Context: an optimization exercise on an open-source flow, tuned for small area and a short achievable clock period. The choices shown serve that exercise and are no tape-out recipe. The RTL was checked by simulation tests, not by an equivalence proof against the original design. Power figures rest on the tool's default switching activity, not on a simulated workload.

==> flow/design.v (excerpt) <==
module risky (
    input  logic        clk,
    input  logic        rst_n,
    output logic [31:0] imem_addr_o,
    output logic        imem_re_o,
    input  logic [31:0] imem_rdata_i,
    output logic [ 8:0] dmem_addr_o,
    output logic [ 3:0] dmem_wmask_o,
    output logic [31:0] dmem_wdata_o,
    input  logic [31:0] dmem_rdata_i,
    output logic        wb_we_o,
    output logic [ 4:0] wb_rd_o,
    output logic [31:0] wb_data_o
);
For scale: about 5400 cells after synthesis, about 1500 flip-flops, about 180 I/O pins.
==> flow/config.mk <==
export PLATFORM = sky130hd
export DESIGN_NAME = risky
export DESIGN_NICKNAME = risky
export VERILOG_FILES = /design/flow/design.v
export SDC_FILE = /design/flow/constraint.sdc
export NUM_CORES = 4
export LEC_CHECK = 0
export CAP_MARGIN = 20
export CORE_MARGIN = 2
export CORE_UTILIZATION = 40
export CTS_CLUSTER_DIAMETER = 150
export CTS_CLUSTER_SIZE = 20
export PLACE_DENSITY = 0.6
export SLEW_MARGIN = 30
export SYNTH_HIERARCHICAL = 1
==> flow/constraint.sdc <==
create_clock -name core_clock -period 16.0 [get_ports {clk}]
set_input_delay 3.2000 -clock core_clock [delete_from_list [all_inputs] [get_ports {clk}]]
set_output_delay 3.2000 -clock core_clock [all_outputs]
set_load 0.01 [all_outputs]
standard.sh (not shown) runs the stock make flow with config.mk's settings and CLKGATE_MAP_FILE= SYNTH_SCRIPT=/design/flow/synth_recipe.tcl, a recipe that flattens the netlist after the stock synthesis.
==> flow/flow/run.sh <==
#!/bin/bash
# The standard layout (the standard.sh: ORFS synthesis through finish)
# with these changes to how the layout is made, none to what it is built for:
#  - the resizer's setup repair aims for 9.5 ns of slack instead of 0, so that
#    repair_timing keeps improving the worst paths past the 16 ns clock;
#  - repair_timing does not clone gates (a clone placed far from its driver
#    can leave a slew violation after routing);
#  - the port buffers that buffer_ports inserts on every input and output are
#    buf_4 cells instead of the default delay-buffer choice.
set -euo pipefail
bash standard.sh SETUP_SLACK_MARGIN=9.5 SKIP_GATE_CLONING=1 \
  "BUFFER_PORTS_ARGS=-buffer_cell sky130_fd_sc_hd__buf_4" finish > standard_flow.log 2>&1
The first run completed with no timing, DRC or antenna violations.
Change:
--- a/flow/flow/run.sh
+++ b/flow/flow/run.sh
@@ -3,3 +3,3 @@
 # with these changes to how the layout is made, none to what it is built for:
-#  - the resizer's setup repair aims for 9.5 ns of slack instead of 0, so that
+#  - the resizer's setup repair aims for 11 ns of slack instead of 0, so that
 #    repair_timing keeps improving the worst paths past the 16 ns clock;
@@ -10,3 +10,3 @@
 set -euo pipefail
-bash standard.sh SETUP_SLACK_MARGIN=9.5 SKIP_GATE_CLONING=1 \
+bash standard.sh SETUP_SLACK_MARGIN=11 SKIP_GATE_CLONING=1 \
   "BUFFER_PORTS_ARGS=-buffer_cell sky130_fd_sc_hd__buf_4" finish > standard_flow.log 2>&1
After rerunning: Wire length goes down by 0.58%; setup slack is better by 0.54 ns; critical path depth increases by 9; via count is higher by 2.2%; clock power came out lower by about 3%; design area went up by about 5%; area after synthesis is unchanged; worst hold slack improved by 0.0057 ns.
Change:
--- a/flow/flow/run.sh
+++ b/flow/flow/run.sh
@@ -3,3 +3,3 @@
 # with these changes to how the layout is made, none to what it is built for:
-#  - the resizer's setup repair aims for 11 ns of slack instead of 0, so that
+#  - the resizer's setup repair aims for 10 ns of slack instead of 0, so that
 #    repair_timing keeps improving the worst paths past the 16 ns clock;
@@ -10,3 +10,3 @@
 set -euo pipefail
-bash standard.sh SETUP_SLACK_MARGIN=11 SKIP_GATE_CLONING=1 \
+bash standard.sh SETUP_SLACK_MARGIN=10 SKIP_GATE_CLONING=1 \
   "BUFFER_PORTS_ARGS=-buffer_cell sky130_fd_sc_hd__buf_4" finish > standard_flow.log 2>&1
Outcome:
- die area stays the same
- fmax is lower by 1.2%
- via count is lower by 1.7%
- cell count drops by 2.3%
- sequential power barely changes
- worst hold slack degrades by 0.0039 ns
- wire length rose by 2.3%
- power falls by 3.1%

afterwards: timing with drivers on the ports:
In the flow no input, the clock included, has a driving cell. The finished layouts below were timed again as built, in two steps. Step 1 (the two cells are an assumption about what drives the block):
set clk [get_ports {clk}]
set_driving_cell -lib_cell sky130_fd_sc_hd__clkbuf_16 $clk
set_driving_cell -lib_cell sky130_fd_sc_hd__buf_2 [delete_from_list [all_inputs] $clk]
Step 2 moves the port delays by t, midway between the first and last clock arrival at a register: inputs arrive t later, outputs are due t later. That takes back most of the time a late clock gives input paths. a / b / c = ideal / step 1 / step 2; a / b = the first two.
run | t, ns | setup WS [ns] | worst setup path at the end | worst data-port slew with drivers (ns)
the first run | 0.833 | 9.523 / 9.438 / 8.731 | input to register | 0.18
the second run | 0.811 | 10.059 / 9.983 / 9.263 | input to register | 0.20
the third run | 0.800 | 9.990 / 9.910 / 9.148 | input to register | 0.17
After both steps setup and hold are still met in every run listed. The setup slack of the third run, which loses most, moves by -0.080 ns with the drivers and by -0.842 ns with both steps.
